Context: an optimization exercise on an open-source flow, tuned for small area, a short achievable clock period and few clock cycles per item. The choices shown serve that exercise and are no tape-out recipe.
RTL that was checked went through simulation tests only; none was proved equivalent to the original.

==> flow/design.v <==
module magma_enc(
    input  clk,
    input  rst,
    input  start,
    input  [255:0] key,
    input  [63:0] block_in,
    output ready,
    output reg valid,
    output [31:0] data,
    output [31:0] data_out
);
localparam [511:0] SB0 = 512'h1f307d8e9b5a264cf0db74e1c5a93286069c471edaf2853bb9e35a076f4d128cc24be390d618a5f70e34187bac296fd573ad0b4fc19652e82bc96af43850de71;
localparam [511:0] SB1 = 512'hc1f307d8e9b5a2646f0db74e1c5a9328b069c471edaf2853cb9e35a076f4d1287c24be390d618a5f50e34187bac296fd873ad0b4fc19652e12bc96af43850de7;
reg [31:0] kr0, kr1, kr2, kr3, kr4, kr5, kr6, kr7;
reg [31:0] rk;
reg [31:0] a1, a0;
reg [4:0]  cnt;
reg        busy;
assign ready = !busy;
assign data_out = a0;
assign data     = a1;
wire [7:0]  gen, prop;
wire [31:0] t0, t1;
genvar n;
generate
    for (n = 0; n < 8; n = n + 1) begin : nib
        wire [3:0] x = a0[4*n+3:4*n];
        wire [3:0] k = rk[4*n+3:4*n];
        wire [3:0] gg = x & k;
        wire [3:0] tt = x | k;
        wire [3:0] pp = x ^ k;
        wire [3:0] s;
        assign s[0]  = pp[0];
        assign s[1]  = pp[1] ^ gg[0];
        assign s[2]  = pp[2] ^ (gg[1] | tt[1] & x[0] & k[0]);
        assign s[3]  = pp[3] ^ (gg[2] | tt[2] & x[1] & k[1] | tt[2] & tt[1] & x[0] & k[0]);
        assign gen[n]  = gg[3] | tt[3] & gg[2] | tt[3] & tt[2] & gg[1] | tt[3] & tt[2] & tt[1] & gg[0];
        assign prop[n] = gg[3] | tt[3] & gg[2] | tt[3] & tt[2] & gg[1] | tt[3] & tt[2] & tt[1] & tt[0];
        wire [63:0] row  = SB0[64*(7-n) +: 64];
        wire [63:0] row1 = SB1[64*(7-n) +: 64];
        assign t0[4*n+3:4*n] = row[4*s +: 4];
        assign t1[4*n+3:4*n] = row1[4*s +: 4];
    end
endgenerate
wire [7:0] cin;
assign cin[0] = 1'b0;
generate
    for (n = 1; n < 8; n = n + 1) begin : cy
        wire [n-1:0] term;
        genvar j;
        for (j = 0; j < n; j = j + 1) begin : tm
            if (j == n - 1) begin : last
                assign term[j] = gen[j];
            end else begin : mid
                assign term[j] = gen[j] & (&prop[n-1:j+1]);
            end
        end
        assign cin[n] = |term;
    end
endgenerate
wire [31:0] a1r = {a1[10:0], a1[31:11]};
wire [31:0] blr = {block_in[10:0], block_in[31:11]};
wire [31:0] v0 = busy ? (a1r ^ t0) : blr;
wire [31:0] v1 = busy ? (a1r ^ t1) : blr;
wire [31:0] sbx;
generate
    for (n = 0; n < 8; n = n + 1) begin : sel
        assign sbx[4*n+3:4*n] = cin[n] ? v1[4*n+3:4*n] : v0[4*n+3:4*n];
    end
endgenerate
wire [31:0] a0_next = {sbx[20:0], sbx[31:21]};
reg [31:0] rk_next;
always @(*) begin
    if (cnt < 5'd23)
        rk_next = kr1;
    else
        case (cnt[1:0])
            2'd3: rk_next = kr0;    
            2'd0: rk_next = kr6;    
            2'd1: rk_next = kr4;    
            default: rk_next = kr2;  
        endcase
end
always @(posedge clk) begin
    if (!busy) begin
        kr0 <= key[255:224];
        kr1 <= key[223:192];
        kr2 <= key[191:160];
        kr3 <= key[159:128];
        kr4 <= key[127:96];
        kr5 <= key[95:64];
        kr6 <= key[63:32];
        kr7 <= key[31:0];
        rk  <= key[255:224];
        a1  <= block_in[63:32];
        cnt <= 5'd0;
    end else begin
        kr0 <= kr1;
        kr1 <= kr2;
        kr2 <= kr3;
        kr3 <= kr4;
        kr4 <= kr5;
        kr5 <= kr6;
        kr6 <= kr7;
        kr7 <= kr0;
        rk  <= rk_next;
        a1  <= a0;
        cnt <= cnt + 5'd1;
    end
end
always @(posedge clk) begin
    a0 <= a0_next;
end
always @(posedge clk) begin
    if (rst) begin
        busy  <= 1'b0;
        valid <= 1'b0;
    end else begin
        valid <= busy && (cnt == 5'd31);
        if (!busy)
            busy <= start;
        else if (cnt == 5'd31)
            busy <= 1'b0;
    end
end
endmodule
Settings: LEC_CHECK=0, ABC_AREA=1, CAP_MARGIN=20, CORE_MARGIN=2, CORE_UTILIZATION=55, CTS_CLUSTER_DIAMETER=100, CTS_CLUSTER_SIZE=24, PLACE_DENSITY=0.7, SETUP_SLACK_MARGIN=3.65, SLEW_MARGIN=20; clock period 6.0 ns.
standard.sh (not shown) runs the stock make flow with config.mk's settings and CLKGATE_MAP_FILE= SYNTH_SCRIPT=/design/flow/synth_recipe.tcl, a recipe that flattens the netlist after the stock synthesis.
==> flow/flow/run.sh <==
#!/bin/bash
cp standard.sh standard_sh.txt
export BUFFER_PORTS_ARGS="-buffer_cell sky130_fd_sc_hd__buf_1"
bash standard.sh > standard.log 2>&1
The baseline passed the timing, design-rule and antenna checks.
Testbench counts at the start, summed over its fixed seeds: cycles 25,344, items 768.
Change:
--- a/flow/design.v
+++ b/flow/design.v
@@ -12,4 +12,6 @@
 localparam [511:0] SB0 = 512'h1f307d8e9b5a264cf0db74e1c5a93286069c471edaf2853bb9e35a076f4d128cc24be390d618a5f70e34187bac296fd573ad0b4fc19652e82bc96af43850de71;
 localparam [511:0] SB1 = 512'hc1f307d8e9b5a2646f0db74e1c5a9328b069c471edaf2853cb9e35a076f4d1287c24be390d618a5f50e34187bac296fd873ad0b4fc19652e12bc96af43850de7;
+localparam [511:0] SB4 = 512'h264c1f307d8e9b5a3286f0db74e1c5a9853b069c471edaf2128cb9e35a076f4da5f7c24be390d6186fd50e34187bac2952e873ad0b4fc196de712bc96af43850;
+localparam [511:0] SB5 = 512'ha264c1f307d8e9b593286f0db74e1c5a2853b069c471edafd128cb9e35a076f48a5f7c24be390d6196fd50e34187bac2652e873ad0b4fc190de712bc96af4385;
 reg [31:0] kr0, kr1, kr2, kr3, kr4, kr5, kr6, kr7;
 reg [31:0] rk;
@@ -30,15 +32,18 @@
         wire [3:0] tt = x | k;
         wire [3:0] pp = x ^ k;
-        wire [3:0] s;
-        assign s[0]  = pp[0];
-        assign s[1]  = pp[1] ^ gg[0];
-        assign s[2]  = pp[2] ^ (gg[1] | tt[1] & x[0] & k[0]);
-        assign s[3]  = pp[3] ^ (gg[2] | tt[2] & x[1] & k[1] | tt[2] & tt[1] & x[0] & k[0]);
+        wire [3:0] v;
+        assign v[0] = pp[0];
+        assign v[1] = pp[1] ^ gg[0];
+        assign v[2] = pp[2];
+        assign v[3] = pp[3] ^ gg[2];
+        wire lc = gg[1] | tt[1] & x[0] & k[0];
         assign gen[n]  = gg[3] | tt[3] & gg[2] | tt[3] & tt[2] & gg[1] | tt[3] & tt[2] & tt[1] & gg[0];
         assign prop[n] = gg[3] | tt[3] & gg[2] | tt[3] & tt[2] & gg[1] | tt[3] & tt[2] & tt[1] & tt[0];
-        wire [63:0] row  = SB0[64*(7-n) +: 64];
-        wire [63:0] row1 = SB1[64*(7-n) +: 64];
-        assign t0[4*n+3:4*n] = row[4*s +: 4];
-        assign t1[4*n+3:4*n] = row1[4*s +: 4];
+        wire [63:0] r0 = SB0[64*(7-n) +: 64];
+        wire [63:0] r1 = SB1[64*(7-n) +: 64];
+        wire [63:0] r4 = SB4[64*(7-n) +: 64];
+        wire [63:0] r5 = SB5[64*(7-n) +: 64];
+        assign t0[4*n+3:4*n] = lc ? r4[4*v +: 4] : r0[4*v +: 4];
+        assign t1[4*n+3:4*n] = lc ? r5[4*v +: 4] : r1[4*v +: 4];
     end
 endgenerate
Result: Cell area increases by about 5.4%; maximum frequency went up by about 1.8%; sequential cell count does not change; final cell count is higher by about 5.3%; clock-buffer cell count rose by 1; utilization fell by 0.16 points; via count came out higher by 8.5%.
Only the layout flow was run in the second run of this note; the RTL was not checked for function there.

==> static timing again, ports no longer ideal <==
Ports are ideal in the flow. The routed layouts listed here were re-timed in OpenROAD. Step 1 sets driving cells, clkbuf_16 on the clock port and buf_2 on the other inputs (assumed; they add their load-dependent delay and slew). Step 2 moves the port delays by t, midway between the first and last clock arrival at a register: inputs arrive t later, outputs are due t later. That takes back most of the time a late clock gives input paths. a / b / c = no drivers / after step 1 / after step 2; a / b = the first two.
run	t (ns)	setup slack, ns	latest minus earliest clock arrival (ns)
the first run	0.577	3.638 / 3.584 / 3.735	0.019 / 0.019
the second run	0.579	3.678 / 3.624 / 3.743	0.019 / 0.019
After both steps setup and hold are still met in every run listed.
